This design comes from an exercise in tuning for small area, a short achievable clock period and few clock cycles on the open sky130 flow, not from production work.
In this exercise RTL edits were held to simulation tests only and were not proved equivalent to the original.

## design/flow/flow/run.sh

```bash
#!/bin/bash
# The standard layout (standard.sh), with two changes to how it is made:
#  - adders are left to ABC as plain gates instead of being mapped to the
#    library's full/half adder cells (ADDER_MAP_FILE empty);
#  - the timing repair steps aim for extra setup slack (SETUP_SLACK_MARGIN).
# The clock, the constraints and the rest of the flow are the design's.
# make's output goes to layout.log; ORFS keeps each step's log under orfs/logs.
set -euo pipefail
bash standard.sh ADDER_MAP_FILE= SETUP_SLACK_MARGIN=7.7 finish > layout.log 2>&1
```

## design/flow/standard.sh

```bash
#!/bin/bash
# synth_recipe.tcl (not shown) runs the flow's synth.tcl, then flattens the netlist and writes it again
# the make line also repeats each setting of config.mk as NAME=value (left out here)
make -C /OpenROAD-flow-scripts/flow DESIGN_CONFIG=/design/flow/config.mk WORK_HOME=/design/flow/orfs CLKGATE_MAP_FILE= SYNTH_SCRIPT=/design/flow/synth_recipe.tcl "${@:-finish}"
```

## design/flow/config.mk

```make
export PLATFORM = sky130hd
export DESIGN_NAME = DivSqrtRecF64
export DESIGN_NICKNAME = DivSqrtRecF64
export VERILOG_FILES = /design/flow/design.v
export SDC_FILE = /design/flow/constraint.sdc
export NUM_CORES = 8
export LEC_CHECK = 0
export ABC_AREA = 1
export CAP_MARGIN = 20
export CORE_MARGIN = 2
export CORE_UTILIZATION = 50
export SETUP_SLACK_MARGIN = 0.3
export SLEW_MARGIN = 20
```

## design/flow/constraint.sdc

```tcl
create_clock -name core_clock -period 11.0 [get_ports {clock}]
set_input_delay 2.2000 -clock core_clock [delete_from_list [all_inputs] [get_ports {clock}]]
set_output_delay 2.2000 -clock core_clock [all_outputs]
set_load 0.01 [all_outputs]
```

## design/flow/design.v

```verilog
module RoundTinyShift(
  input  [12:0] sExp,
  output [5:0]  shift,
  output        tiny         
);
  wire [11:0] e = sExp[11:0];
  wire [11:0] d = 12'h402 - e;
  assign tiny  = e <= 12'h401;
  assign shift = e <= 12'h3CC ? 6'd54 : tiny ? d[5:0] : 6'd0;
endmodule
module RoundFix(
  input         io_invalidExc,
                io_infiniteExc,
                io_in_isNaN,
                io_in_isInf,
                io_in_isZero,
                io_in_sign,
  input  [12:0] io_in_sExp,
  input  [53:0] kept,        
  input         keptTop,     
  input         roundPos,
  input         extra,
  input         passThru,    
  input         anyIn,
  input  [2:0]  io_roundingMode,
  output [54:0] roundedSig,
  output        anyRound,    
  output [64:0] io_out,
  output [4:0]  io_exceptionFlags
);
  wire        roundingMode_near_even = io_roundingMode == 3'h0;
  wire        roundingMode_odd = io_roundingMode == 3'h6;
  wire        roundMagUp = io_roundingMode == 3'h2 & io_in_sign | io_roundingMode == 3'h3 & ~io_in_sign;
  wire        _overflow_roundMagUp_T = roundingMode_near_even | io_roundingMode == 3'h4;
  assign      anyRound = roundPos | extra;
  wire        doInc = _overflow_roundMagUp_T & roundPos | roundMagUp & anyRound;
  wire [54:0] incSig = {1'h0, kept} + 55'h1 & ~{54'h0, roundingMode_near_even & roundPos & ~extra};
  wire [54:0] truncSig = {keptTop, kept} | {54'h0, roundingMode_odd & anyRound};
  assign      roundedSig = doInc ? incSig : truncSig;
  wire        anyR = passThru ? anyIn : anyRound;
  wire [5:0]  shift;
  wire        tiny;
  RoundTinyShift ts (.sExp(io_in_sExp), .shift(shift), .tiny(tiny));
  wire [13:0] e0 = {io_in_sExp[12], io_in_sExp};
  wire [13:0] e1 = e0 + 14'h1;
  wire [13:0] e2 = e0 + 14'h2;
  wire        tu0 = $signed(e0) < 14'sh3CE;
  wire        tu1 = $signed(e1) < 14'sh3CE;
  wire        tu2 = $signed(e2) < 14'sh3CE;
  wire        ov0 = $signed(e0[13:10]) > 4'sh2;
  wire        ov1 = $signed(e1[13:10]) > 4'sh2;
  wire        ov2 = $signed(e2[13:10]) > 4'sh2;
  wire        sel1 = ~roundedSig[54] & roundedSig[53];
  wire        sel2 = roundedSig[54];
  wire [13:0] sRoundedExp = sel2 ? e2 : sel1 ? e1 : e0;
  wire        common_totalUnderflow = sel2 ? tu2 : sel1 ? tu1 : tu0;
  wire        expOverflow = sel2 ? ov2 : sel1 ? ov1 : ov0;
  wire        isNaNOut = io_invalidExc | io_in_isNaN;
  wire        notNaN_isSpecialInfOut = io_infiniteExc | io_in_isInf;
  wire        commonCase = ~isNaNOut & ~notNaN_isSpecialInfOut & ~io_in_isZero;
  wire        overflow = commonCase & expOverflow;
  wire        overflow_roundMagUp = _overflow_roundMagUp_T | roundMagUp;
  wire        pegMinNonzeroMagOut = commonCase & common_totalUnderflow & (roundMagUp | roundingMode_odd);
  wire        pegMaxFiniteMagOut = overflow & ~overflow_roundMagUp;
  wire        notNaN_isInfOut = notNaN_isSpecialInfOut | overflow & overflow_roundMagUp;
  assign io_out = {~isNaNOut & io_in_sign, sRoundedExp[11:0] & ~(io_in_isZero | common_totalUnderflow ? 12'hE00 : 12'h0) & ~(pegMinNonzeroMagOut ? 12'hC31 : 12'h0) & {1'h1, ~pegMaxFiniteMagOut, 10'h3FF} & {2'h3, ~notNaN_isInfOut, 9'h1FF} | (pegMinNonzeroMagOut ? 12'h3CE : 12'h0) | (pegMaxFiniteMagOut ? 12'hBFF : 12'h0) | (notNaN_isInfOut ? 12'hC00 : 12'h0) | (isNaNOut ? 12'hE00 : 12'h0), (isNaNOut | io_in_isZero | common_totalUnderflow ? {isNaNOut, 51'h0} : roundedSig[51:0]) | {52{pegMaxFiniteMagOut}}};
  assign io_exceptionFlags = {io_invalidExc, io_infiniteExc, overflow, commonCase & (common_totalUnderflow | anyR & io_in_sExp[12:11] != 2'h1 & tiny), overflow | commonCase & (common_totalUnderflow | anyR)};
endmodule
module SrtDigit(
  input  [3:0] es,
  input  [3:0] ec,
  output       dp,
  output       dz,
  output       dn
);
  wire [3:0] g = es & ec;
  wire [3:0] t = es | ec;
  wire       c3 = g[2] | t[2] & g[1] | t[2] & t[1] & g[0];    
  wire       neg = es[3] ^ ec[3] ^ c3;                        
  assign dz = &(t & ~g);                                      
  assign dp = ~dz & ~neg;
  assign dn = ~dz & neg;
endmodule
module SrtStep(
  input  [56:0] ws,
  input  [56:0] wc,
  input  [56:0] f,
  input         dp,       
  output [56:0] ws_o,
  output [56:0] wc_o
);
  wire [56:0] a  = {ws[55:0], 1'b0};
  wire [56:0] b  = {wc[55:0], 1'b0};
  wire [56:0] mj = (a & b) | (a & f) | (b & f);
  assign ws_o = a ^ b ^ f;
  assign wc_o = {mj[55:0], dp};
endmodule
module SrtNextDigit(
  input  [4:0] ws,        
  input  [4:0] wc,
  input  [4:0] xp,        
  input  [4:0] xn,
  input        dp,
  input        dn,
  output       ndp,
  output       ndz,
  output       ndn
);
  wire [4:0] f  = ({5{dp}} & ~xp) | ({5{dn}} & xn);
  wire [4:0] s  = ws ^ wc ^ f;
  wire [4:0] c  = (ws & wc) | (ws & f) | (wc & f);
  SrtDigit d (.es(s[4:1]), .ec(c[3:0]), .dp(ndp), .dz(ndz), .dn(ndn));
endmodule
module DivSqrtRecF64(
  input         clock,
                reset,
  output        io_inReady_div,
                io_inReady_sqrt,
  input         io_inValid,
                io_sqrtOp,
  input  [64:0] io_a,
                io_b,
  input  [2:0]  io_roundingMode,
  output        io_outValid_div,
                io_outValid_sqrt,
  output [64:0] io_out,
  output [4:0]  io_exceptionFlags
);
  reg         busy;
  reg         ready;       
  reg  [4:0]  cnt;
  reg         sqrtOp;
  reg  [2:0]  rm;
  reg         sign;
  reg         isNaN, isInf, isZero, majorExc;
  reg  [12:0] sExp;
  reg  [11:0] expB;
  reg  [51:0] fractB;
  reg  [56:0] ws, wc;
  reg  [54:0] q, qm;
  reg  [64:0] out;
  reg  [4:0]  flags;
  reg         ovDiv, ovSqrt;
  reg         rExtra, rAny;
  reg         shr, shl;    
  reg  [5:0]  tcnt;
  reg         c0, c1;      
  reg  [4:0]  xpt, xnt;    
  wire rawA_isZero = io_a[63:61] == 3'h0;
  wire rawA_isNaN  = (&io_a[63:62]) & io_a[61];
  wire rawA_isInf  = (&io_a[63:62]) & ~io_a[61];
  wire rawB_isZero = io_b[63:61] == 3'h0;
  wire rawB_isNaN  = (&io_b[63:62]) & io_b[61];
  wire rawB_isInf  = (&io_b[63:62]) & ~io_b[61];
  wire nvDiv  = rawA_isZero & rawB_isZero | rawA_isInf & rawB_isInf;
  wire nvSqrt = ~rawB_isNaN & ~rawB_isZero & io_b[64];
  wire majorExc_S = io_sqrtOp
    ? rawB_isNaN & ~io_b[51] | nvSqrt
    : rawA_isNaN & ~io_a[51] | rawB_isNaN & ~io_b[51] | nvDiv
      | ~rawA_isNaN & ~rawA_isInf & rawB_isZero;
  wire isNaN_S  = io_sqrtOp ? rawB_isNaN | nvSqrt : rawA_isNaN | rawB_isNaN | nvDiv;
  wire isInf_S  = io_sqrtOp ? rawB_isInf : rawA_isInf | rawB_isZero;
  wire isZero_S = io_sqrtOp ? rawB_isZero : rawA_isZero | rawB_isInf;
  wire sign_S   = ~io_sqrtOp & io_a[64] ^ io_b[64];
  wire [56:0] ws0 = io_sqrtOp ? {4'b0, 1'b1, io_b[51:0]} : {2'b0, 1'b1, io_a[51:0], 2'b01};
  wire [56:0] wc0 = io_sqrtOp ? {3'h7, 1'b0, io_b[52], {52{io_b[52]}} & io_b[51:0]}
                              : ~{2'b0, 1'b1, io_b[51:0], 2'b00};
  wire [56:0] dv = {2'b0, 1'b1, fractB, 2'b0};
  wire [54:0] m1, m2;
  genvar k;
  generate
    for (k = 0; k < 27; k = k + 1) begin : g_pos
      wire hit = k == 0 ? c0 : k == 1 ? c1 : cnt == k;
      assign m1[53 - 2*k] = hit;
      assign m1[52 - 2*k] = 1'b0;
      assign m2[52 - 2*k] = hit;
      assign m2[53 - 2*k] = 1'b0;
    end
  endgenerate
  assign m1[54] = 1'b0;
  assign m2[54] = 1'b0;
  wire [56:0] pa  = sqrtOp ? {1'b0, q, 1'b0}  : dv;
  wire [56:0] pb  = sqrtOp ? {1'b0, qm, 1'b0} : dv;
  wire [56:0] m1p = sqrtOp ? {2'b0, m1} : 57'h0;
  wire [56:0] m1n = sqrtOp ? {1'b0, m1, 1'b0} : 57'h0;
  wire [56:0] m2p = sqrtOp ? {2'b0, m2} : 57'h0;
  wire [56:0] m2n = sqrtOp ? {1'b0, m2, 1'b0} : 57'h0;
  wire [56:0] xp1 = pa | m1p;
  wire [56:0] xn1 = pb | m1n | m1p;
  wire        dp1, dz1, dn1;
  SrtDigit dg1 (.es(ws[56:53]), .ec(wc[56:53]), .dp(dp1), .dz(dz1), .dn(dn1));
  wire        pdp, pdz, pdn, zdp, zdz, zdn, ndp, ndz, ndn;
  SrtNextDigit nxp (.ws(ws[55:51]), .wc(wc[55:51]), .xp(xpt), .xn(xnt),
                    .dp(1'b1), .dn(1'b0), .ndp(pdp), .ndz(pdz), .ndn(pdn));
  SrtNextDigit nxz (.ws(ws[55:51]), .wc(wc[55:51]), .xp(xpt), .xn(xnt),
                    .dp(1'b0), .dn(1'b0), .ndp(zdp), .ndz(zdz), .ndn(zdn));
  SrtNextDigit nxn (.ws(ws[55:51]), .wc(wc[55:51]), .xp(xpt), .xn(xnt),
                    .dp(1'b0), .dn(1'b1), .ndp(ndp), .ndz(ndz), .ndn(ndn));
  wire        dp2 = dp1 ? pdp : dz1 ? zdp : ndp;
  wire        dz2 = dp1 ? pdz : dz1 ? zdz : ndz;
  wire        dn2 = dp1 ? pdn : dz1 ? zdn : ndn;
  wire [56:0] f1 = ({57{dp1}} & ~xp1) | ({57{dn1}} & xn1);
  wire [56:0] ws1, wc1, ws2, wc2;
  SrtStep st1 (.ws(ws), .wc(wc), .f(f1), .dp(dp1), .ws_o(ws1), .wc_o(wc1));
  wire        sa = dp2 & ~dn1, sb = dp2 & dn1, sc = dn2 & dp1, sd = dn2 & ~dp1;
  wire [56:0] mp2 = (m1n & {57{~dz1}}) | m2p;                
  wire [56:0] mn2 = (m1n & {57{dz1}}) | m2n | m2p;           
  wire [56:0] f2 = (({57{sa}} & ~pa) | ({57{sb}} & ~pb) | ({57{sc}} & pa) | ({57{sd}} & pb))
                   & ~(mp2 & {57{dp2}}) | (mn2 & {57{dn2}});
  SrtStep st2 (.ws(ws1), .wc(wc1), .f(f2), .dp(dp2), .ws_o(ws2), .wc_o(wc2));
  wire        vge = dp1 | dz1 & ~dn2;
  wire        vgt = dp1 | dz1 & dp2;
  wire        hiq = ~dz1 ^ dn2;                  
  wire        loq = ~dz2;
  wire        him = dz1 ^ dp2;                   
  wire        lom = dz2;
  wire [54:0] q2  = (vge ? q : qm) | (m1 & {55{hiq}}) | (m2 & {55{loq}});
  wire [54:0] qm2 = (vgt ? q : qm) | (m1 & {55{him}}) | (m2 & {55{lom}});
  wire        sqN  = busy ? sqrtOp : io_sqrtOp;
  wire [54:0] qN   = busy ? q2 : {1'b1, 54'h0};
  wire [54:0] qmN  = busy ? qm2 : 55'h0;
  wire [1:0]  fbN  = busy ? fractB[51:50] : io_b[51:50];
  wire        c0N  = ~busy;
  wire        c1N  = busy & c0;
  wire [4:0]  xptN = sqN ? {1'b0, qN[54], qN[53], qN[52] | c0N, qN[51]} : {2'b0, 1'b1, fbN};
  wire [4:0]  xntN = sqN ? {1'b0, qmN[54], qmN[53] | c0N, qmN[52] | c0N, qmN[51] | c1N} : {2'b0, 1'b1, fbN};
  wire [56:0] wsum = ws + wc;
  wire        remNeg = wsum[56];
  wire [56:0] zt0 = (ws ^ wc) ^ {(ws[55:0] | wc[55:0]), 1'b0};
  wire        remZero = ~|zt0;
  wire [56:0] xr = pb | {56'h0, sqrtOp};
  wire [56:0] rs = ws ^ wc ^ xr;
  wire [56:0] rc = {((ws[55:0] & wc[55:0]) | (ws[55:0] & xr[55:0]) | (wc[55:0] & xr[55:0])), 1'b0};
  wire [56:0] zt1 = (rs ^ rc) ^ {(rs[55:0] | rc[55:0]), 1'b0};
  wire        remZeroN = ~|zt1;
  wire        stk   = remNeg ? ~remZeroN : ~remZero;
  wire [54:0] sigU  = remNeg ? qm : q;
  wire [54:0] qF    = {sigU[0], sigU[54:1]};
  wire [5:0]  tShift, tShift1;
  wire        tiny, tiny1;
  RoundTinyShift ts (.sExp(sExp), .shift(tShift), .tiny(tiny));
  wire        nrm   = ~sqrtOp & sigU[54];
  wire [12:0] sExp1 = sExp + 13'h1;
  RoundTinyShift ts1 (.sExp(sExp1), .shift(tShift1), .tiny(tiny1));
  wire [5:0]  tShiftF = nrm ? tShift1 + 6'd1 : tShift;
  wire        shrF    = nrm | tiny;
  wire        tDone = tcnt == 6'd0;
  wire        last  = cnt == 5'd28 & (shl ? tDone : ~tiny & (~shr | tDone));
  wire [13:0] sExpQuot = {1'b0, sExp} + {{3{expB[11]}}, ~expB[10:0]};
  wire [12:0] sExpDiv  = {$signed(sExpQuot) > 14'shDFF ? 4'h6 : sExpQuot[12:9], sExpQuot[8:0]};
  wire [12:0] sExpSqrt = {2'b0, expB[11:1]} + 13'h400;
  wire [64:0] rOut;
  wire [4:0]  rFlags;
  wire [54:0] rSig;
  wire        rAnyNow;
  RoundFix rfix (
    .io_invalidExc     (majorExc & isNaN),
    .io_infiniteExc    (majorExc & ~isNaN),
    .io_in_isNaN       (isNaN),
    .io_in_isInf       (isInf),
    .io_in_isZero      (isZero),
    .io_in_sign        (sign),
    .io_in_sExp        (sExp),
    .kept              (q[53:0]),
    .keptTop           (shl & q[54]),
    .roundPos          (~shl & q[54]),
    .extra             (~shl & rExtra),
    .passThru          (shl),
    .anyIn             (rAny),
    .io_roundingMode   (rm),
    .roundedSig        (rSig),
    .anyRound          (rAnyNow),
    .io_out            (rOut),
    .io_exceptionFlags (rFlags)
  );
  always @(posedge clock) begin
    if (reset) begin
      busy   <= 1'b0;
      ready  <= 1'b1;
      ovDiv  <= 1'b0;
      ovSqrt <= 1'b0;
    end else begin
      busy   <= busy ? ~last : io_inValid;
      ready  <= busy ? last : ~io_inValid;
      ovDiv  <= busy & last & ~sqrtOp;
      ovSqrt <= busy & last & sqrtOp;
    end
    cnt <= busy ? cnt + {4'h0, cnt != 5'd28} : 5'd0;
    c0  <= c0N;
    c1  <= c1N;
    xpt <= xptN;
    xnt <= xntN;
    if (~busy) begin
      sqrtOp   <= io_sqrtOp;
      rm       <= io_roundingMode;
      sign     <= sign_S;
      isNaN    <= isNaN_S;
      isInf    <= isInf_S;
      isZero   <= isZero_S;
      majorExc <= majorExc_S;
      expB     <= io_b[63:52];
      fractB   <= io_b[51:0];
    end
    if (~busy)
      sExp <= {1'b0, io_a[63:52]};
    else if (cnt == 5'd0)
      sExp <= sqrtOp ? sExpSqrt : sExpDiv;
    else if (cnt == 5'd27 & nrm)
      sExp <= sExp1;
    if (cnt == 5'd27) begin
      rExtra <= stk;
      tcnt   <= tShiftF;
      shr    <= shrF;
      shl    <= 1'b0;
    end else if (shr) begin
      if (~tDone) begin
        rExtra <= rExtra | q[54];
        tcnt   <= tcnt - 6'd1;
      end else if (tiny) begin
        rAny   <= rAnyNow;
        tcnt   <= tShift;
        shr    <= 1'b0;
        shl    <= 1'b1;
      end
    end else if (~tDone)
      tcnt <= tcnt - 6'd1;
    ws <= busy ? ws2 : ws0;
    wc <= busy ? wc2 : wc0;
    q  <= ~busy ? {1'b1, 54'h0} : cnt == 5'd27 ? qF :
          cnt != 5'd28 ? q2 :
          ~shr ? {q[53:0], 1'b0} :                 
          ~tDone ? {q[0], 1'b0, q[53:1]} : rSig;   
    qm <= ~busy ? 55'h0 : qm2;
    out   <= rOut;
    flags <= rFlags;
  end
  assign io_inReady_div    = ready;
  assign io_inReady_sqrt   = ready;
  assign io_outValid_div   = ovDiv;
  assign io_outValid_sqrt  = ovSqrt;
  assign io_out            = out;
  assign io_exceptionFlags = flags;
endmodule
```

==> out/metrics.yaml, run 1 <==
drv_cap: 0
period_share_pct: 29.9
ant_nets: 0
yosys_warnings: 1
r2r_setup_slack_ns: 7.71
clk-insertion-delay-late_ns: 0.65
antenna_found_initial: 10
arrival_ns: 3.86
drt_iter0_drc: 5779
port_buffers: 210
drv_slew: 0
routed_via_density: 5.93
fp.dieH_um: 268
cts_tree: "yes"
setup_viol_count_final: 0
final_cell_mix: "nand2_1, inv_1, nand3_1"
start_util_pct: 50.7
period_minus_slack_ns: 3.29
core_area_um2: 68700
r2r-end: "q[9]"
setup_ws_ns: 7.71
grt_setup_unrepaired: "true"
ys_ff_latch: 409
fmax_mhz: 304
grt_overflow: 0
num_io_pins: 211
dieWidth_um: 268
path_clk_slew_ns: 0.07
slowest_delay_ns: 0.69
r2r_cells: 10
min-delay-start: "qm[42]"
cp.required_ns: 11.57
numCtsBuffers: 48
synth-edff-count: 92
timing.slew.headroom_pct: 25.0
grt_first_pass_wirelength_mm: 223
dr_total_vias: 41400
syn-cell-area_um2: 34800
crit_path_max_fanout: 64
end_kind: "register"
first_global_vias: 36500
synth_async_sr_flop_share_pct: 0
place_ws_ns: 6.25
critPathLaunchType: "register"
finalCoreUtilization_pct: 57.6
layout_commonest_cell: "nand2_1"
drtPass1Iterations: 7
setup_tns_ns: 0
synth_cells: 5918
cts.path.max_buffers: 3
fin_worst_skew_ns: 0.0371
area_delta_synth_final_pct: 13.7
synth_cell_type_count: 61
hold_path_class: "reg2reg"
die_area_um2: 71700
gp_congestion: 1.01
status: "timing/DRC/antenna clean"
numClockSinks: 409
holdPathStages: 2
wirelength_mm: 153
worst_pin_slew_ns: 1.12
detailed_place_hpwl_mm: 110
root_buffer: "clkbuf_16"
nFillCells: 7102
synth-seq-area-share_pct: 26.2
drive_gt1_share_pct: 8.01
synth-main-ff-cell: "dfxtp_1"
syn-num-nets: 6055
rows: 96
regToRegStartpoint: "cnt[0]"
syn_area_per_cell_um2: 5.88
holdPathEnd: "qm[42]"
nets: 6137
routedWlPerCell_um: 21.9
critPathKind: "reg2reg"
crit_top_cell: "nor2_1"
cts_max_level: 2
drc: 0
final_hold_viol_count: 0
grt_max_degree: 102
worstPathCellList: "inv_1 > nand2_1 > nor2_1 > nand2_2 > clkbuf_8 > nor2_1 > inv_1 > o21ai_0 > a21oi_1 > nor2_1"
slowest_stage: "nor2_1"
grtUsageTotal_pct: 40.7
==> logic make-up after synthesis <==
kind of cell / count (synthesis) / synth area share [%]
AOI/OAI and AO/OA: 1190 / 19.0
buffers and inverters: 940 / 10.9
muxes: 3 / 0.0863
and+or+nand+nor: 3157 / 38.2
xor gates and xnor gates: 219 / 5.59
DFF: 409 / 26.2
==> what timing repair did <==
item / 4_1_cts / 5_1_grt
pin swaps: 4 / 7
buffers inserted: 12 / 18
cloned: 5 / 6
gates resized for setup: 392 / 116
hold buffers: 0 / 0
endpoints found under the setup margin: 391 / 261
==> metal layers <==
metal	GRT usage, %	part of all wire, %	routed length, um
met1	55.8	40	61000
met2	61.6	42	64500
met3	8.27	13	19600
met4	18.0	5.0	7600
met5	0	0.045	68
==> worst max-delay path: cells and delay by family, from the launching register on <==
family / cells / cell delay [ns]
flip-flops: 1 / 0.31
AO/OA/AOI/OAI: 2 / 0.41
buffers and inverters: 3 / 0.85
AND/OR/NAND/NOR: 5 / 1.60
==> metrics by stage <==
stage	cells	hold slack (ns)	cell area (um^2)
floorplan	5918	0.432	34800
global placement	6840	0.524	37100
detailed placement	6840	0.527	37100
CTS	6947	0.537	39000
global route	6971	0.582	39600
finish	6975	0.536	39600
==> how the worst max path moves through the flow <==
stage | start | end | slack, ns | depth (start not counted)
6_report | cnt[0] | q[9] | 7.71 | 10
5_1_grt | ws[54] | ws[8] | 7.60 | 19
4_1_cts | ws[53] | wc[5] | 7.69 | 18
3_5_place_dp | io_sqrtOp | nxn.f[1] | 6.25 | 6
3_3_place_gp | io_sqrtOp | nxn.f[1] | 6.33 | 6
2_1_floorplan | io_sqrtOp | wc[15] | 7.75 | 6
==> cell usage after synthesis (3+ instances only) <==
library cell     n  area, um^2
o221ai_1        20         175
clkbuf_2         6        30.0
a21o_1          22         165
mux2i_1          3        30.0
nand3_1        535        2680
nand2_1       1822        6840
inv_1          658        2470
o21ai_2          5        43.8
o21bai_1         3        22.5
buf_1           20        75.1
nand3b_1        18         135
a211oi_1         4        30.0
dfxtp_1        317        6350
nand4_1         70         438
or2_1           20         125
xnor2_1         49         429
buf_4           12        90.1
nor3_2           6        60.1
nor2_2           6        37.5
buf_6           10         113
a31oi_1         20         125
o22ai_1         29         181
a21oi_2          4        35.0
a21oi_1        416        2080
a22oi_1         43         323
o21ai_0        449        2250
xor2_1         168        1470
inv_2           25        93.8
buf_2           88         440
nor4_1           9        56.3
nand2_4          8        90.1
nor3_1          41         205
clkinv_1         3        11.3
or2_2           58         363
nor2_4           8        90.1
o211ai_1        59         443
o21ai_1         61         305
nand2_2         21         131
clkbuf_1       115         432
o2111ai_1        8        70.1
edfxtp_1        92        2760
o21a_1          28         210
a221oi_1         3        26.3
nor2_1         526        1970
o31ai_1          9        67.6
==> state kept, by name, summed over array words and instances, names as in the netlist, 3 cells and up <==
register,cells
expB,12
cnt,5
wc,57
out,65
qm,55
q,55
fractB,52
ws,57
flags,5
tcnt,6
xpt,4
nxn.f,4
rm,3
sExp,13
==> layout make-up <==
type                    instances  area, um^2  area share, %
diodes                          4        10.0         0.0253
clock buffers                  60        1330           3.35
clock inverters                30         338          0.853
inverters                     688        2660           6.72
multi-input cells            4574       22300           56.3
flip-flops and latches        409        9160           23.1
well taps                     931        1160           2.94
repair buffers                279        2650           6.68
Testbench counts, summed over its fixed seeds: cycles 727,358.
==> run 2, diff against run 1 <==
--- a/design/flow/design.v
+++ b/design/flow/design.v
@@ -139,7 +139,7 @@
   reg  [56:0] ws, wc;
   reg  [54:0] q, qm;
+  reg         ovDiv, ovSqrt;
   reg  [64:0] out;
   reg  [4:0]  flags;
-  reg         ovDiv, ovSqrt;
   reg         rExtra, rAny;
   reg         shr, shl;    
@@ -163,7 +163,12 @@
   wire isZero_S = io_sqrtOp ? rawB_isZero : rawA_isZero | rawB_isInf;
   wire sign_S   = ~io_sqrtOp & io_a[64] ^ io_b[64];
-  wire [56:0] ws0 = io_sqrtOp ? {4'b0, 1'b1, io_b[51:0]} : {2'b0, 1'b1, io_a[51:0], 2'b01};
-  wire [56:0] wc0 = io_sqrtOp ? {3'h7, 1'b0, io_b[52], {52{io_b[52]}} & io_b[51:0]}
+  wire        sqOne = io_b[52] & io_b[51];
+  wire [56:0] ws0 = ~io_sqrtOp ? {2'b0, 1'b1, io_a[51:0], 2'b01} :
+                     io_b[52] ? {1'b0, 1'b1, io_b[51:0], 3'b000} : {2'b0, 1'b1, io_b[51:0], 2'b00};
+  wire [56:0] wc0 = io_sqrtOp ? {1'b1, 1'b0, ~sqOne, ~sqOne, ~sqOne, 52'h0}
                               : ~{2'b0, 1'b1, io_b[51:0], 2'b00};
+  wire [54:0] q0  = io_sqrtOp & ~sqOne ? {3'b011, 52'h0} : {1'b1, 54'h0};
+  wire [54:0] qm0 = ~io_sqrtOp ? 55'h0 : sqOne ? {3'b011, 52'h0} : {3'b010, 52'h0};
+  wire [12:0] sExpSqrtIn = {io_b[63], ~io_b[63], io_b[62:53]};    
   wire [56:0] dv = {2'b0, 1'b1, fractB, 2'b0};
   wire [54:0] m1, m2;
@@ -218,9 +223,9 @@
   wire [54:0] qm2 = (vgt ? q : qm) | (m1 & {55{him}}) | (m2 & {55{lom}});
   wire        sqN  = busy ? sqrtOp : io_sqrtOp;
-  wire [54:0] qN   = busy ? q2 : {1'b1, 54'h0};
-  wire [54:0] qmN  = busy ? qm2 : 55'h0;
+  wire [54:0] qN   = busy ? q2 : q0;
+  wire [54:0] qmN  = busy ? qm2 : qm0;
   wire [1:0]  fbN  = busy ? fractB[51:50] : io_b[51:50];
-  wire        c0N  = ~busy;
-  wire        c1N  = busy & c0;
+  wire        c0N  = ~busy & ~io_sqrtOp;
+  wire        c1N  = busy ? c0 : io_sqrtOp;
   wire [4:0]  xptN = sqN ? {1'b0, qN[54], qN[53], qN[52] | c0N, qN[51]} : {2'b0, 1'b1, fbN};
   wire [4:0]  xntN = sqN ? {1'b0, qmN[54], qmN[53] | c0N, qmN[52] | c0N, qmN[51] | c1N} : {2'b0, 1'b1, fbN};
@@ -249,5 +254,4 @@
   wire [13:0] sExpQuot = {1'b0, sExp} + {{3{expB[11]}}, ~expB[10:0]};
   wire [12:0] sExpDiv  = {$signed(sExpQuot) > 14'shDFF ? 4'h6 : sExpQuot[12:9], sExpQuot[8:0]};
-  wire [12:0] sExpSqrt = {2'b0, expB[11:1]} + 13'h400;
   wire [64:0] rOut;
   wire [4:0]  rFlags;
@@ -286,5 +290,5 @@
       ovSqrt <= busy & last & sqrtOp;
     end
-    cnt <= busy ? cnt + {4'h0, cnt != 5'd28} : 5'd0;
+    cnt <= busy ? cnt + {4'h0, cnt != 5'd28} : {4'h0, io_sqrtOp};
     c0  <= c0N;
     c1  <= c1N;
@@ -303,7 +307,7 @@
     end
     if (~busy)
-      sExp <= {1'b0, io_a[63:52]};
+      sExp <= io_sqrtOp ? sExpSqrtIn : {1'b0, io_a[63:52]};
     else if (cnt == 5'd0)
-      sExp <= sqrtOp ? sExpSqrt : sExpDiv;
+      sExp <= sExpDiv;
     else if (cnt == 5'd27 & nrm)
       sExp <= sExp1;
@@ -327,9 +331,9 @@
     ws <= busy ? ws2 : ws0;
     wc <= busy ? wc2 : wc0;
-    q  <= ~busy ? {1'b1, 54'h0} : cnt == 5'd27 ? qF :
+    q  <= ~busy ? q0 : cnt == 5'd27 ? qF :
           cnt != 5'd28 ? q2 :
           ~shr ? {q[53:0], 1'b0} :                 
           ~tDone ? {q[0], 1'b0, q[53:1]} : rSig;   
-    qm <= ~busy ? 55'h0 : qm2;
+    qm <= ~busy ? qm0 : qm2;
     out   <= rOut;
     flags <= rFlags;
==> run 2 against run 1 <==
  * Register-to-register slack worse by 0.12 ns
  * Synthesized cell count is 3.2% lower
  * Core utilization is 0.86 points higher
  * Highest routed layer unchanged
  * Still clean
==> out/metrics.yaml, run 2 <==
path_clk_slew_ns: 0.06  # about the same
ys_ff_latch: 409  # unchanged
critPathLaunchType: "register"
port_buffers: 210  # unchanged
grt_overflow: 0  # unchanged
place_area_um2: 36700  # -1.1%
drtPass1Iterations: 7  # unchanged
drive_gt1_share_pct: 9.92  # +1.9 points
syn-num-nets: 5863  # -3.2%
critPathTopFamily: "simple AND/OR/NAND/NOR gates"
fmax_mhz: 293  # -3.6%
rows: 96  # unchanged
numCtsBuffers: 49  # +2.1%
synth_cells: 5726  # -3.2%
antenna_found_initial: 8  # -2
fp.dieH_um: 266  # -0.66%
regMostFlops: "out"
critPathKind: "reg2reg"
area_delta_synth_final_pct: 16.4
setup_viol_count_final: 0  # unchanged
synth-edff-count: 94  # +2.2%
fin_worst_skew_ns: 0.0369  # -0.000130 ns
gp_congestion: 1.02  # +0.87%
dr_total_vias: 40900  # -1.1%
timing.slew.headroom_pct: 28.4  # +3.3 points
synth-seq-area-share_pct: 26.6  # +0.41 points
path_buf_inv: 1  # -2
period_share_pct: 31.0  # +1.1 points
drt_iter0_drc: 5670  # -1.9%
drv_cap: 0  # unchanged
start_util_pct: 50.2  # -0.42 points
finalCoreUtilization_pct: 58.5  # +0.86 points
period_minus_slack_ns: 3.41  # +0.122 ns
yosys-top-cells-area: "dfxtp_1, nand2_1, edfxtp_1"
numClockSinks: 409  # unchanged
synth_cell_type_count: 66  # +8.2%
wirelength_mm: 159  # +4.1%
cp.required_ns: 11.38  # -0.19 ns
core_area_um2: 68300  # -0.52%
num_io_pins: 211  # unchanged
routedWlPerCell_um: 23.5  # +7.2%
detailed_place_hpwl_mm: 112  # +1.3%
nets: 5987  # -2.4%
cts.path.max_buffers: 3  # unchanged
grt_max_degree: 155  # +52%
ys_top_cells_by_count: "nand2_1, inv_1, o21ai_0, nand3_1, nor2_1"
slowest_stage: "a2111oi_1"
layout_commonest_cell: "nand2_1"
design_area_um2: 40000  # +0.96%
synth_top_area_cell: "dfxtp_1"
yosysTopAreaCellShare_pct: 18.4  # -1.3 points
yosysMostFrequentCell: "nand2_1"
worstPathCellList: "nor2_1 > inv_1 > nand2_1 > xor2_1 > nand4_1 > a2111oi_1 > nand4_1 > nand3_2 > nand2_1"
synth-main-ff-cell: "dfxtp_1"
syn_area_per_cell_um2: 6.00  # +2.0%
drv_slew: 0  # unchanged
drc: 0  # unchanged
root_buffer: "clkbuf_16"
top_regs: "out (65), wc (57), ws (57)"
yosys_warnings: 1  # unchanged
clk-insertion-delay-late_ns: 0.65  # about the same
arrival_ns: 3.79  # -0.07 ns
nFillCells: 6926  # -2.5%
die_area_um2: 70800  # -1.3%
synth_async_sr_flop_share_pct: 0  # unchanged
cts_max_level: 2  # unchanged
status: "timing/DRC/antenna clean"
regArea_um2: 9210  # +0.56%
end_kind: "register"
ant_nets: 0  # unchanged
grtUsageTotal_pct: 41.6  # +0.90 points
hold_path_class: "reg2reg"
final_cell_mix: "nand2_1, inv_1, o21ai_0"
syn-cell-area_um2: 34300  # -1.3%
final_hold_viol_count: 0  # unchanged
crit_path_max_fanout: 4  # -94%
cts_tree: "yes"
worst_pin_slew_ns: 1.07  # -0.0470 ns
routed_via_density: 6.03  # +1.8%
dieWidth_um: 266  # -0.66%
first_global_vias: 35500  # -2.6%
slowest_delay_ns: 0.79  # +0.10 ns
grt_setup_unrepaired: "true"
multi_input_area_um2: 22000  # -1.1%
largest_register_ffs: 65  # unchanged
setup_tns_ns: 0  # unchanged
grt_first_pass_wirelength_mm: 224  # +0.44%
==> run 2: cell type report <==
type                    instances  area share [%]
clock buffers                  72            3.50
clock inverters                18           0.329
flip-flops and latches        409            23.0
repair inverters                3          0.0626
inverters                     693            6.84
repair buffers                333            8.29
diodes                          5          0.0313
multi-input cells            4361            55.1
well taps                     882            2.76
==> run 2: what timing repair did <==
action / 4_1_cts / 5_1_grt
buffers inserted: 21 / 50
gates cloned: 6 / 18
setup endpoints to repair: 405 / 285
hold buffers: 0 / 0
gates resized for setup: 456 / 148
pin swaps: 5 / 10
==> run 2: logic make-up (layout without fill, tap and decap cells) <==
family | Yosys count | after routing | synth area share [%]
and+or+nand+nor | 2886 | 2892 | 35.4
xor gates and xnor gates | 275 | 275 | 7.09
other | 0 | 5 | 0
buffers and inverters | 963 | 1119 | 11.0
AOI/OAI and AO/OA | 1188 | 1189 | 19.7
muxes | 5 | 5 | 0.164
DFF | 409 | 409 | 26.6
==> run 2: worst paths after layout <==
kind | startpoint | to | slack [ns] | cells after the start
setup / recovery | ws[47] | rExtra | 7.59 | 9
hold / removal | majorExc | flags[4] | 0.46 | 2
setup reg to reg | ws[47] | rExtra | 7.59 | 9
hold reg to reg | majorExc | flags[4] | 0.46 | 2
==> run 2: metal layers <==
metal	routed length [um]	up-vias	part of all wire [%]	track usage, %
met3	21600	443	14	9.50
met1	61900	18700	39	56.9
met2	66000	2766	42	61.7
met4	9480	2	6.0	19.8
li1	-	19000	-	-
met5	15	-	0.0094	0
==> run 2: through the flow <==
| stage | hold WS (ns) | setup slack, ns | instances |
|---|---|---|---|
| 6_report | 0.464 | 7.59 | 6776 |
| 5_1_grt | 0.501 | 7.61 | 6771 |
| 3_5_place_dp | 0.453 | 5.91 | 6586 |
| 4_1_cts | 0.466 | 7.63 | 6703 |
| 3_3_place_gp | 0.452 | 6.00 | 6586 |
| 2_1_floorplan | 0.432 | 7.67 | 5726 |
==> run 2: worst min-delay path, stage by stage (launching register included) <==
cell,delay (ns)
edfxtp_1,0.34
nand2_1,0.05
inv_1,0.04
Testbench counts of run 2, summed over its fixed seeds: cycles 717,792.
==> run 3, diff against run 2 <==
--- a/design/flow/design.v
+++ b/design/flow/design.v
@@ -42,18 +42,7 @@
   wire        tiny;
   RoundTinyShift ts (.sExp(io_in_sExp), .shift(shift), .tiny(tiny));
-  wire [13:0] e0 = {io_in_sExp[12], io_in_sExp};
-  wire [13:0] e1 = e0 + 14'h1;
-  wire [13:0] e2 = e0 + 14'h2;
-  wire        tu0 = $signed(e0) < 14'sh3CE;
-  wire        tu1 = $signed(e1) < 14'sh3CE;
-  wire        tu2 = $signed(e2) < 14'sh3CE;
-  wire        ov0 = $signed(e0[13:10]) > 4'sh2;
-  wire        ov1 = $signed(e1[13:10]) > 4'sh2;
-  wire        ov2 = $signed(e2[13:10]) > 4'sh2;
-  wire        sel1 = ~roundedSig[54] & roundedSig[53];
-  wire        sel2 = roundedSig[54];
-  wire [13:0] sRoundedExp = sel2 ? e2 : sel1 ? e1 : e0;
-  wire        common_totalUnderflow = sel2 ? tu2 : sel1 ? tu1 : tu0;
-  wire        expOverflow = sel2 ? ov2 : sel1 ? ov1 : ov0;
+  wire [13:0] sRoundedExp = {io_in_sExp[12], io_in_sExp} + {12'h0, roundedSig[54:53]};
+  wire        common_totalUnderflow = $signed(sRoundedExp) < 14'sh3CE;
+  wire        expOverflow = $signed(sRoundedExp[13:10]) > 4'sh2;
   wire        isNaNOut = io_invalidExc | io_in_isNaN;
   wire        notNaN_isSpecialInfOut = io_infiniteExc | io_in_isInf;
==> run 3 against run 2 <==
  * Still clean on timing, DRC and antenna
  * Sequential cell count is the same
  * Wire length shrank 2.1%
  * Die area decreased by 2.8%
  * Clock skew grew 0.015 ns
  * Global-route usage grew 0.69 points
  * Maximum frequency is 3.3% higher
  * Synthesized area down 2.8%
  * First-iteration DRC count rose by 0.14%
  * Synthesized cell count is 5.4% lower
  * Non-clock buffer count grew 22
  * Hold slack hardly changed
  * Critical path type is now in2reg
==> out/metrics.yaml, run 3 <==
drt_iter0_drc: 5678  # +0.14%
critPathKind: "in2reg"
fin_worst_skew_ns: 0.0517  # +0.0147 ns
yosysMostFrequentCell: "nand2_1"
drv_slew: 0  # unchanged
nFillCells: 6490  # -6.3%
arrival_ns: 3.82  # +0.03 ns
cp.required_ns: 11.52  # +0.14 ns
yosys-top-cells-area: "dfxtp_1, nand2_1, edfxtp_1"
path_clk_slew_ns: 0.06  # about the same
synth-seq-area-share_pct: 27.4  # +0.77 points
routedWlPerCell_um: 23.9  # +2.0%
holdWs_ns: 0.464  # -0.000290 ns
grt_first_pass_wirelength_mm: 223  # -0.24%
numCtsBuffers: 49  # unchanged
synth_cells: 5419  # -5.4%
worst_pin_slew_ns: 1.16  # +0.0882 ns
setup_viol_count_final: 0  # unchanged
antenna_found_initial: 7  # -1
place_area_um2: 35900  # -2.4%
drv_cap: 0  # unchanged
port_buffers: 210  # unchanged
synthMuxAreaShare_pct: 0  # -0.16 points
yosysTopAreaCellShare_pct: 18.9  # +0.53 points
wl_met3_mm: 22.1  # +2.4%
cts_tree: "yes"
syn-num-nets: 5556  # -5.2%
largest_register_ffs: 65  # unchanged
synth-main-ff-cell: "dfxtp_1"
synth_top_family_by_area: "simple AND/OR/NAND/NOR gates"
gp_congestion: 1.06  # +3.7%
timing.slew.headroom_pct: 22.5  # -5.9 points
first_global_vias: 35000  # -1.4%
dieWidth_um: 262  # -1.4%
grt_max_degree: 109  # -30%
root_buffer: "clkbuf_16"
ys_top_cells_by_count: "nand2_1, inv_1, o21ai_0, nor2_1, a21oi_1"
synth_top_area_cell: "dfxtp_1"
synthXorXnorAreaFrac_pct: 8.18  # +1.1 points
setup_tns_ns: 0  # unchanged
clk-insertion-delay-late_ns: 0.67  # +0.02 ns
hold_path_class: "reg2reg"
crit_path_max_fanout: 33  # +29
syn-cell-area_um2: 33400  # -2.8%
synth_cell_type_count: 66  # unchanged
area_delta_synth_final_pct: 19.5
synth-edff-count: 94  # unchanged
multi_input_area_um2: 21500  # -2.3%
top_layer: "met5"
detailed_place_hpwl_mm: 108  # -3.7%
core_area_um2: 65900  # -3.6%
ctsHoldBuffers: 0  # unchanged
grt_overflow: 0  # unchanged
syn_area_per_cell_um2: 6.16  # +2.7%
period_share_pct: 30.0  # -1.0 points
num_io_pins: 211  # unchanged
design_area_um2: 39900  # -0.23%
drive_gt1_share_pct: 12.4  # +2.5 points
period_minus_slack_ns: 3.30  # -0.111 ns
status: "timing/DRC/antenna clean"
synth_adder_area_share_pct: 0  # unchanged
yosys_warnings: 1  # unchanged
ant_nets: 0  # unchanged
dr_total_vias: 39400  # -3.6%
cts.path.max_buffers: 3  # unchanged
fp.dieH_um: 262  # -1.4%
layout_commonest_cell: "nand2_1"
die_area_um2: 68800  # -2.8%
end_kind: "register"
drtPass1Iterations: 7  # unchanged
ys_ff_latch: 409  # unchanged
synth_compound_area_share_pct: 20.6  # +0.89 points
r2r_setup_slack_ns: 7.75  # +0.16 ns
fmax_mhz: 303  # +3.3%
critPathLaunchType: "input pin"
synth-simple-area-share_pct: 32.9  # -2.6 points
synth_async_sr_flop_share_pct: 0  # unchanged
regArea_um2: 9260  # +0.56%
grt_setup_unrepaired: "true"
cts_max_level: 2  # unchanged
grtUsageTotal_pct: 42.3  # +0.69 points
wl_met1_mm: 59.7  # -3.6%
final_hold_viol_count: 0  # unchanged
regMostFlops: "out"
routed_via_density: 6.06  # +0.47%
wirelength_mm: 156  # -2.1%
start_util_pct: 50.7  # +0.43 points
drc: 0  # unchanged
rows: 94  # -2.1%
top_regs: "out (65), wc (57), ws (57)"
numClockSinks: 409  # unchanged
final_cell_mix: "nand2_1, inv_1, o21ai_0"
nets: 5731  # -4.3%
dr_wl_met2_mm: 62.9  # -4.7%
[run 3: through the flow]
step	worst slack (ns)	cells	util (%)
after floorplan	7.71	5419	-
after global placement	5.79	6288	54.4
after detailed placement	5.74	6288	54.4
after CTS	7.65	6438	58.5
after global routing	7.62	6499	60.5
final	7.70	6501	60.5
[run 3: cell families (layout without fill, tap and decap cells)]
group | Yosys count | count (layout)
AO/OA/AOI/OAI | 1199 | 1199
buffers and inverters | 939 | 1146
other | 0 | 2
flip-flops | 409 | 409
AND/OR/NAND/NOR | 2562 | 2570
XOR/XNOR | 310 | 311
[run 3: worst max-delay path, cell delays in order]
cell     delay (ns)
buf_2          0.09
buf_8          0.25
inv_2          0.20
buf_12         0.21
nand2_1        0.26
a21oi_1        0.15
a21oi_4        0.27
o22ai_1        0.12
[run 3: area by class of cell]
cell class | count | area share (%)
multi-input combinational | 4080 | 54.0
sequential | 409 | 23.2
timing repair buffer | 355 | 8.72
inverter | 691 | 6.90
clock buffer | 70 | 3.66
tap | 864 | 2.71
clock inverter | 22 | 0.590
timing repair inverter | 8 | 0.176
antenna | 2 | 0.0126
[run 3: path summary, 6_finish.rpt]
check                           cells past startpoint        to      from
worst max-delay path                                8    ws[25]  io_b[52]
worst max register to register                     13    rExtra    sqrtOp
worst min-delay path                                2  flags[4]  majorExc
worst min register to register                      2  flags[4]  majorExc
[run 3: what timing repair did]
action / CTS / global route
endpoints found under the setup margin: 375 / 295
cloned: 16 / 10
resized for setup: 476 / 249
setup buffers: 42 / 51
pin swaps: 18 / 27
[run 3: metal layers]
metal | GRT usage, % | vias to the layer above
met1 | 56.5 | 17900
met4 | 22.9 | 6
met2 | 61.2 | 2753
met3 | 12.0 | 582
li1 | - | 18200
met5 | 0 | -
Testbench counts of run 3, summed over its fixed seeds: cycles 717,792.
==> run 4, diff against run 3 <==
--- a/design/flow/flow/run.sh
+++ b/design/flow/flow/run.sh
@@ -7,3 +7,3 @@
 # make's output goes to layout.log; ORFS keeps each step's log under orfs/logs.
 set -euo pipefail
-bash standard.sh ADDER_MAP_FILE= SETUP_SLACK_MARGIN=7.7 finish > layout.log 2>&1
+bash standard.sh ADDER_MAP_FILE= SETUP_SLACK_MARGIN=7.6 finish > layout.log 2>&1
==> run 4 against run 3 <==
  * Still clean on timing, DRC and antenna
  * Critical path depth increased by 2
  * Non-clock buffer count decreased by 37
  * Sequential cell count unchanged
  * Via count decreased by 0.90%
  * Core utilization decreased by 0.74 points
  * Largest cell class unchanged
==> out/metrics.yaml, run 4 <==
setup_viol_count_final: 0  # unchanged
grt_overflow: 0  # unchanged
hold_path_class: "reg2reg"
r2r_cells: 10  # -3
ys_ff_latch: 409  # unchanged
setup_ws_ns: 7.53  # -0.174 ns
grt_setup_unrepaired: "true"
grtUsageTotal_pct: 41.9  # -0.39 points
yosysTopAreaCellShare_pct: 18.9  # unchanged
detailed_place_hpwl_mm: 105  # -2.3%
synth-edff-count: 94  # unchanged
yosys_warnings: 1  # unchanged
cp.required_ns: 11.37  # -0.15 ns
root_buffer: "clkbuf_16"
arrival_ns: 3.85  # +0.03 ns
port_buffers: 210  # unchanged
critPathTopFamily: "simple AND/OR/NAND/NOR gates"
setup_tns_ns: 0  # unchanged
largest_register_ffs: 65  # unchanged
antenna_found_initial: 9  # +2
multi_input_area_um2: 21300  # -1.2%
drive_gt1_share_pct: 9.49  # -2.9 points
layout_commonest_cell: "nand2_1"
drv_cap: 0  # unchanged
design_area_um2: 39400  # -1.2%
final_cell_mix: "nand2_1, inv_1, o21ai_0"
cts_max_level: 2  # unchanged
synth-seq-area-share_pct: 27.4  # unchanged
rows: 94  # unchanged
path_buf_inv: 0  # -4
ys_top_cells_by_count: "nand2_1, inv_1, o21ai_0, nor2_1, a21oi_1"
synth_top_area_cell: "dfxtp_1"
yosys-top-cells-area: "dfxtp_1, nand2_1, edfxtp_1"
period_minus_slack_ns: 3.47  # +0.174 ns
top_regs: "out (65), wc (57), ws (57)"
min-delay-start: "majorExc"
r2r-end: "rExtra"
nFillCells: 6406  # -1.3%
die_area_um2: 68800  # unchanged
synth-main-ff-cell: "dfxtp_1"
area_delta_synth_final_pct: 18.0
clk-insertion-delay-late_ns: 0.65  # -0.02 ns
numClockSinks: 409  # unchanged
wirelength_mm: 153  # -1.9%
syn_area_per_cell_um2: 6.16  # unchanged
ant_nets: 0  # unchanged
num_io_pins: 211  # unchanged
holdPathEnd: "flags[4]"
timing.slew.headroom_pct: 21.4  # -1.1 points
core_area_um2: 65900  # unchanged
yosysMostFrequentCell: "nand2_1"
gp_congestion: 1.02  # -4.3%
worst_pin_slew_ns: 1.18  # +0.0157 ns
syn-cell-area_um2: 33400  # unchanged
dieWidth_um: 262  # unchanged
syn-num-nets: 5556  # unchanged
regArea_um2: 9200  # -0.69%
grt_first_pass_wirelength_mm: 222  # -0.67%
critPathKind: "reg2reg"
start_util_pct: 50.7  # unchanged
drtPass1Iterations: 7  # unchanged
period_share_pct: 31.6  # +1.6 points
numCtsBuffers: 49  # unchanged
crit_path_max_fanout: 5  # -85%
r2r_setup_slack_ns: 7.53  # -0.22 ns
fp.dieH_um: 262  # unchanged
routed_via_density: 6.04  # -0.32%
regToRegStartpoint: "wc[21]"
regMostFlops: "out"
slowest_delay_ns: 0.57  # +0.30 ns
drt_iter0_drc: 5590  # -1.5%
synth_cells: 5419  # unchanged
dr_total_vias: 39100  # -0.90%
synth_async_sr_flop_share_pct: 0  # unchanged
worstPathCellList: "or2_2 > nand2_1 > xor2_1 > o211ai_1 > nor4b_1 > nand4_1 > nor3_1 > nor2_1 > nand2_2 > o21ai_0"
final_hold_viol_count: 0  # unchanged
place_ws_ns: 5.35  # -0.388 ns
first_global_vias: 35100  # +0.18%
end_kind: "register"
critPathLaunchType: "register"
place_area_um2: 35800  # about the same
holdPathStages: 2  # unchanged
grt_max_degree: 109  # unchanged
routedWlPerCell_um: 23.6  # -1.3%
ctsHoldBuffers: 0  # unchanged
cts_tree: "yes"
fmax_mhz: 288  # -5.0%
drv_slew: 0  # unchanged
drc: 0  # unchanged
nets: 5691  # -0.70%
cts.path.max_buffers: 3  # unchanged
fin_worst_skew_ns: 0.0367  # -0.0150 ns
synth_cell_type_count: 66  # unchanged
slowest_stage: "nor4b_1"
path_clk_slew_ns: 0.06  # about the same
status: "timing/DRC/antenna clean"
## run 4: worst register-to-register path, cell delays in order, from the launching register on
cell and delay (ns):
dfxtp_1 0.30, or2_2 0.35, nand2_1 0.18, xor2_1 0.48, o211ai_1 0.38, nor4b_1 0.57, nand4_1 0.14, nor3_1 0.47
nor2_1 0.11, nand2_2 0.15, o21ai_0 0.10
## run 4: worst max-delay path by stage
stage	cells after the start	startpoint	slack [ns]	to
floorplan	3	busy	7.66	expB[0]
global placement	17	wc[53]	5.42	wc[10]
detailed placement	17	wc[53]	5.35	wc[10]
CTS	17	rm[2]	7.51	q[34]
global route	15	sqrtOp	7.46	rExtra
finish	10	wc[21]	7.53	rExtra
## run 4: cell type report
class                   instances  area share [%]
multi-input cells            4078            54.0
clock inverters                18           0.556
repair inverters                7           0.168
clock buffers                  73            3.62
diodes                          5          0.0318
inverters                     691            6.95
well taps                     864            2.74
flip-flops and latches        409            23.4
repair buffers                318            8.55
## run 4: kinds of logic after synthesis
| logic type | synth area share (%) |
|---|---|
| compound gates | 20.6 |
| flops | 27.4 |
| buf+inv | 11.0 |
| xor+xnor | 8.18 |
| simple gates | 32.9 |
## run 4: repair_timing
item	in CTS	in global routing
gates resized for setup	318	158
setup endpoints to repair	377	283
setup buffers	39	18
pin swaps	16	13
cloned	18	6
## run 4: stage by stage
step	util, %	instances	hold WS (ns)
2_1_floorplan	-	5419	0.432
3_3_place_gp	54.4	6286	0.449
3_5_place_dp	54.4	6286	0.450
4_1_cts	58.9	6434	0.472
5_1_grt	59.8	6459	0.527
6_report	59.8	6463	0.502
## run 4: routing by layer
layer,GRT usage [%],share of wire (%)
met1,56.8,39
met2,60.3,40
met3,12.4,14
met4,20.6,6.2
met5,0,0.016
==> run 5, diff against run 4 <==
--- a/design/flow/flow/run.sh
+++ b/design/flow/flow/run.sh
@@ -7,3 +7,3 @@
 # make's output goes to layout.log; ORFS keeps each step's log under orfs/logs.
 set -euo pipefail
-bash standard.sh ADDER_MAP_FILE= SETUP_SLACK_MARGIN=7.6 finish > layout.log 2>&1
+bash standard.sh ADDER_MAP_FILE= SETUP_SLACK_MARGIN=7.5 finish > layout.log 2>&1
==> run 5 against run 4 <==
  * Sequential share of layout area is 0.36 points higher
  * Register-to-register slack hardly changed
  * Largest cell class unchanged
  * First-iteration DRC count is 6.2% lower
  * Global-route usage is 1.2 points lower
  * Highest routed layer unchanged
  * Sequential cell count stayed put
==> out/metrics.yaml, run 5 <==
status: "timing/DRC/antenna clean"
routedWlPerCell_um: 23.0  # -2.5%
crit_start: "ws[53]"
grt_setup_unrepaired: "true"
place_ws_ns: 5.56  # +0.212 ns
grt_max_degree: 109  # unchanged
detailed_place_hpwl_mm: 104  # -0.71%
yosysMostFrequentCell: "nand2_1"
period_minus_slack_ns: 3.47  # -0.00487 ns
r2r_setup_slack_ns: 7.53  # about the same
yosys_warnings: 1  # unchanged
hold_path_class: "reg2reg"
largest_register_ffs: 65  # unchanged
num_io_pins: 211  # unchanged
setup_ws_ns: 7.53  # +0.00487 ns
period_share_pct: 31.5  # -0.044 points
worstPathCellList: "nand2_1 > inv_4 > a31oi_1 > or2_1 > nand2_4 > buf_12 > nand2_2 > nor2_1 > nand2_1 > nand2_4 > clkinv_8 > nand2_2 > nand2_2 > buf_12 > inv_16 > nand2_1 > a22oi_1 > nand2_1 > nand2_1 > a21oi_1"
cts.path.max_buffers: 3  # unchanged
ys_top_cells_by_count: "nand2_1, inv_1, o21ai_0, nor2_1, a21oi_1"
endpoint: "q[51]"
start_util_pct: 50.7  # unchanged
arrival_ns: 3.97  # +0.12 ns
core_area_um2: 65900  # unchanged
drive_gt1_share_pct: 7.79  # -1.7 points
critPathKind: "reg2reg"
first_global_vias: 34300  # -2.2%
crit_path_max_fanout: 58  # +53
crit_top_cell: "nand2_1"
root_buffer: "clkbuf_16"
nets: 5667  # -0.42%
synth-edff-count: 94  # unchanged
ant_nets: 0  # unchanged
syn-num-nets: 5556  # unchanged
final_hold_viol_count: 0  # unchanged
timing.slew.headroom_pct: 26.8  # +5.4 points
critPathLaunchType: "register"
dr_total_vias: 38500  # -1.4%
wirelength_mm: 148  # -2.9%
fmax_mhz: 288  # +0.14%
fp.dieH_um: 262  # unchanged
layout_commonest_cell: "nand2_1"
ys_ff_latch: 409  # unchanged
syn-cell-area_um2: 33400  # unchanged
fin_worst_skew_ns: 0.0360  # -0.000689 ns
grt_overflow: 0  # unchanged
yosys-top-cells-area: "dfxtp_1, nand2_1, edfxtp_1"
yosysTopAreaCellShare_pct: 18.9  # unchanged
synth_cell_type_count: 66  # unchanged
routed_via_density: 5.98  # -1.0%
drtPass1Iterations: 6  # -1
worst_pin_slew_ns: 1.10  # -0.0804 ns
holdPathStages: 2  # unchanged
synth-seq-area-share_pct: 27.4  # unchanged
syn_area_per_cell_um2: 6.16  # unchanged
cp.required_ns: 11.50  # +0.13 ns
slowest_delay_ns: 0.36  # -0.21 ns
r2r-end: "q[51]"
synth-main-ff-cell: "dfxtp_1"
rows: 94  # unchanged
drt_iter0_drc: 5245  # -6.2%
grtUsageTotal_pct: 40.7  # -1.2 points
drv_slew: 0  # unchanged
setup_viol_count_final: 0  # unchanged
setup_tns_ns: 0  # unchanged
cp.depth: 20  # +10
holdWs_ns: 0.467  # -0.0353 ns
cts_tree: "yes"
port_buffers: 210  # unchanged
synth_top_area_cell: "dfxtp_1"
die_area_um2: 68800  # unchanged
cts_max_level: 2  # unchanged
regMostFlops: "out"
final_cell_mix: "nand2_1, inv_1, o21ai_0"
numClockSinks: 409  # unchanged
clk-insertion-delay-late_ns: 0.66  # about the same
drv_cap: 0  # unchanged
critPathTopFamily: "simple AND/OR/NAND/NOR gates"
r2r_cells: 20  # +10
gp_congestion: 1.07  # +5.4%
end_kind: "register"
numCtsBuffers: 50  # +2.0%
synth_cells: 5419  # unchanged
slowest_stage: "dfxtp_1"
area_delta_synth_final_pct: 16.0
drc: 0  # unchanged
path_buf_inv: 5  # +5
grt_first_pass_wirelength_mm: 216  # -2.7%
nFillCells: 6635  # +3.6%
synth_async_sr_flop_share_pct: 0  # unchanged
antenna_found_initial: 9  # unchanged
top_regs: "out (65), wc (57), ws (57)"
regToRegStartpoint: "ws[53]"
finalCoreUtilization_pct: 58.8  # -1.0 points
dieWidth_um: 262  # unchanged
path_clk_slew_ns: 0.06  # about the same
-- run 5: what timing repair did --
action | in CTS | in global routing
setup buffers | 26 | 11
endpoints found under the setup margin | 403 | 308
hold buffers | 0 | 0
gates resized for setup | 174 | 111
pin swaps | 8 | 5
gates cloned | 11 | 8
-- run 5: tightest hold or removal path: cells and delay by family (launching register included) --
kind	cells	cell delay (ns)
buffers and inverters	1	0.04
flip-flops	1	0.35
AND/OR/NAND/NOR	1	0.05
-- run 5: cell type report --
cell class / instances / area, um^2 / share of cell area, %
antenna: 4 / 10.0 / 0.0258
timing repair buffer: 295 / 3090 / 7.97
inverter: 691 / 2720 / 7.02
multi-input combinational: 4078 / 21000 / 54.2
clock inverter: 14 / 125 / 0.323
sequential: 409 / 9190 / 23.7
tap: 864 / 1080 / 2.79
timing repair inverter: 5 / 42.5 / 0.110
clock buffer: 79 / 1510 / 3.89
-- run 5: logic make-up (layout without fill, tap and decap cells) --
| kind of cell | Yosys count | in the layout | share of synthesized area [%] |
|---|---|---|---|
| AOI/OAI and AO/OA | 1199 | 1199 | 20.6 |
| xor gates and xnor gates | 310 | 311 | 8.18 |
| buffers and inverters | 939 | 1084 | 11.0 |
| DFF | 409 | 409 | 27.4 |
| other | 0 | 4 | 0 |
| and+or+nand+nor | 2562 | 2568 | 32.9 |
-- run 5: stage by stage --
step           cells  cell area (um^2)
2_1_floorplan   5419             33400
3_3_place_gp    6285             35800
3_5_place_dp    6285             35800
4_1_cts         6415             38100
5_1_grt         6435             38700
6_report        6439             38700
-- run 5: worst min-delay path by stage --
stage | endpoint | startpoint | slack (ns)
5_1_grt | flags[4] | majorExc | 0.49
2_1_floorplan | flags[4] | majorExc | 0.43
6_report | flags[4] | majorExc | 0.47
3_5_place_dp | flags[4] | majorExc | 0.45
3_3_place_gp | flags[4] | majorExc | 0.44
4_1_cts | flags[4] | majorExc | 0.46
-- run 5: routing by layer --
layer / wire length [um] / track usage, %
met1: 58500 / 55.7
met2: 59800 / 58.2
met4: 9280 / 21.3
met5: 18 / 0
met3: 20600 / 11.0
==> run 6, diff against run 5 <==
--- a/design/flow/flow/run.sh
+++ b/design/flow/flow/run.sh
@@ -7,3 +7,3 @@
 # make's output goes to layout.log; ORFS keeps each step's log under orfs/logs.
 set -euo pipefail
-bash standard.sh ADDER_MAP_FILE= SETUP_SLACK_MARGIN=7.5 finish > layout.log 2>&1
+bash standard.sh ADDER_MAP_FILE= SETUP_SLACK_MARGIN=7.8 finish > layout.log 2>&1
==> run 6 against run 5 <==
  * Clock-buffer cell count decreased by 10
  * Synthesized cell count unchanged
  * Critical endpoint is now io_inReady_sqrt
  * Core utilization is 4.2 points higher
  * Via count rose by 4.2%
  * Sequential cell count unchanged
  * Register-to-register slack improved by 0.20 ns
  * Critical path depth fell by 19
  * Non-clock buffer count rose by 114
==> out/metrics.yaml, run 6 <==
grt_overflow: 0  # unchanged
synthMuxAreaShare_pct: 0  # unchanged
synthXorXnorAreaFrac_pct: 8.18  # unchanged
fmax_mhz: 304  # +5.4%
dr_total_vias: 40100  # +4.2%
syn-cell-area_um2: 33400  # unchanged
ys_top_cells_by_count: "nand2_1, inv_1, o21ai_0, nor2_1, a21oi_1"
rows: 94  # unchanged
synth-main-ff-cell: "dfxtp_1"
numClockSinks: 409  # unchanged
port_buffers: 210  # unchanged
arrival_ns: 1.09  # -2.88 ns
grt_first_pass_wirelength_mm: 224  # +3.9%
crit_path_max_fanout: 2  # -97%
drt_iter0_drc: 6160  # +17%
drtPass1Iterations: 8  # +2
regToRegStartpoint: "wc[27]"
yosysTopAreaCellShare_pct: 18.9  # unchanged
status: "timing/DRC/antenna clean"
synth-edff-count: 94  # unchanged
synth_compound_area_share_pct: 20.6  # unchanged
area_delta_synth_final_pct: 24.3
drv_slew: 0  # unchanged
syn-num-nets: 5556  # unchanged
setup_tns_ns: 0  # unchanged
dieWidth_um: 262  # unchanged
drv_cap: 0  # unchanged
synth_cell_type_count: 66  # unchanged
largest_register_ffs: 65  # unchanged
cts_max_level: 2  # unchanged
synth_async_sr_flop_share_pct: 0  # unchanged
synth_cells: 5419  # unchanged
period_minus_slack_ns: 3.29  # -0.178 ns
min-delay-start: "majorExc"
final_cell_mix: "nand2_1, inv_1, o21ai_0"
grt_setup_unrepaired: "true"
synth_top_area_cell: "dfxtp_1"
yosysMostFrequentCell: "nand2_1"
fin_worst_skew_ns: 0.0401  # +0.00412 ns
wirelength_mm: 159  # +7.1%
antenna_found_initial: 6  # -3
root_buffer: "clkbuf_16"
first_global_vias: 35300  # +2.9%
synth_top_family_by_area: "simple AND/OR/NAND/NOR gates"
clk-insertion-delay-late_ns: 0.65  # about the same
start_util_pct: 50.7  # unchanged
routed_via_density: 6.12  # +2.3%
syn_area_per_cell_um2: 6.16  # unchanged
yosys-top-cells-area: "dfxtp_1, nand2_1, edfxtp_1"
fp.dieH_um: 262  # unchanged
period_share_pct: 29.9  # -1.6 points
slowest_stage: "dfxtp_2"
holdWs_ns: 0.472  # +0.00544 ns
nets: 5783  # +2.0%
critPathLaunchType: "register"
synth-seq-area-share_pct: 27.4  # unchanged
synth_adder_area_share_pct: 0  # unchanged
core_area_um2: 65900  # unchanged
top_regs: "out (65), wc (57), ws (57)"
regMostFlops: "out"
critPathKind: "reg2out"
die_area_um2: 68800  # unchanged
cts.path.max_buffers: 3  # unchanged
numCtsBuffers: 50  # unchanged
run 6: cell counts after synthesis:
No cell type changed its count.
run 6: tightest hold or removal path, cell delays in order (launching register included):
cell and delay (ns):
edfxtp_1 0.34, nand2_1 0.05, inv_1 0.05
run 6: final timing paths:
check                    endpoint  slack (ns)
setup / recovery  io_inReady_sqrt        7.71
hold / removal           flags[4]        0.47
setup reg to reg            q[54]        7.73
hold reg to reg          flags[4]        0.47
run 6: timing repair:
action,4_1_cts,5_1_grt
setup buffers,47,92
resized for setup,606,374
cloned,24,10
setup endpoints to repair,384,333
pin swaps,28,59
run 6: per-stage QoR:
stage          instances  util, %  cell area (um^2)  worst slack [ns]
2_1_floorplan       5419        -             33400              7.79
3_3_place_gp        6285     54.4             35800              5.30
3_5_place_dp        6285     54.4             35800              5.17
4_1_cts             6449     59.4             39100              7.70
5_1_grt             6551     63.0             41500              7.68
6_report            6554     63.0             41500              7.71
run 6: cells by family after synthesis:
logic type,after synthesis
and+or+nand+nor,2562
AOI/OAI and AO/OA,1199
buffers and inverters,939
DFF,409
xor gates and xnor gates,310
run 6: routing by layer:
| metal | part of all wire, % | up-vias | global-route usage (%) |
|---|---|---|---|
| li1 | - | 18300 | - |
| met1 | 38 | 18300 | 56.0 |
| met2 | 41 | 2898 | 61.8 |
| met3 | 14 | 628 | 13.4 |
| met4 | 6.7 | 4 | 23.0 |
| met5 | 0.016 | - | 0 |
run 6: area by class of cell:
| cell class | count | area (um^2) |
|---|---|---|
| fill | 6326 | 24400 |
| multi-input combinational | 4080 | 22300 |
| sequential | 409 | 9330 |
| timing repair buffer | 409 | 4260 |
| inverter | 691 | 2750 |
| clock buffer | 69 | 1410 |
| tap | 864 | 1080 |
| clock inverter | 24 | 226 |
| timing repair inverter | 5 | 71.3 |
| antenna | 3 | 7.51 |

-- port drivers added, routing unchanged --
In the flow no input, the clock included, has a driving cell. The finished layouts below were timed again as built, in two steps. Step 1 assumes that a clkbuf_16 drives the clock port and a buf_2 every other input. Step 2, shift: input delay + t, output delay - t, t = (earliest + latest rising clock arrival at the registers) / 2. This alone moves slack from input paths to output paths. a / b / c = ideal / step 1 / step 2; a / b = the first two.
run | shift t [ns] | slack for setup (ns) | worst setup path after step 2 | worst data-port slew with drivers (ns)
run 1 | 0.703 | 7.712 / 7.646 / 7.129 | input to register | 0.06
run 2 | 0.699 | 7.590 / 7.590 / 7.052 | input to register | 0.07
run 3 | 0.709 | 7.700 / 7.639 / 7.039 | input to register | 0.08
run 4 | 0.692 | 7.527 / 7.527 / 6.920 | input to register | 0.08
run 5 | 0.709 | 7.532 / 7.492 / 6.920 | input to register | 0.08
run 6 | 0.704 | 7.710 / 7.638 / 7.182 | input to register | 0.07
After both steps setup and hold are still met in every run listed. For run 3, which loses most, drivers alone change the setup slack by -0.061 ns; drivers and shift together by -0.661 ns.
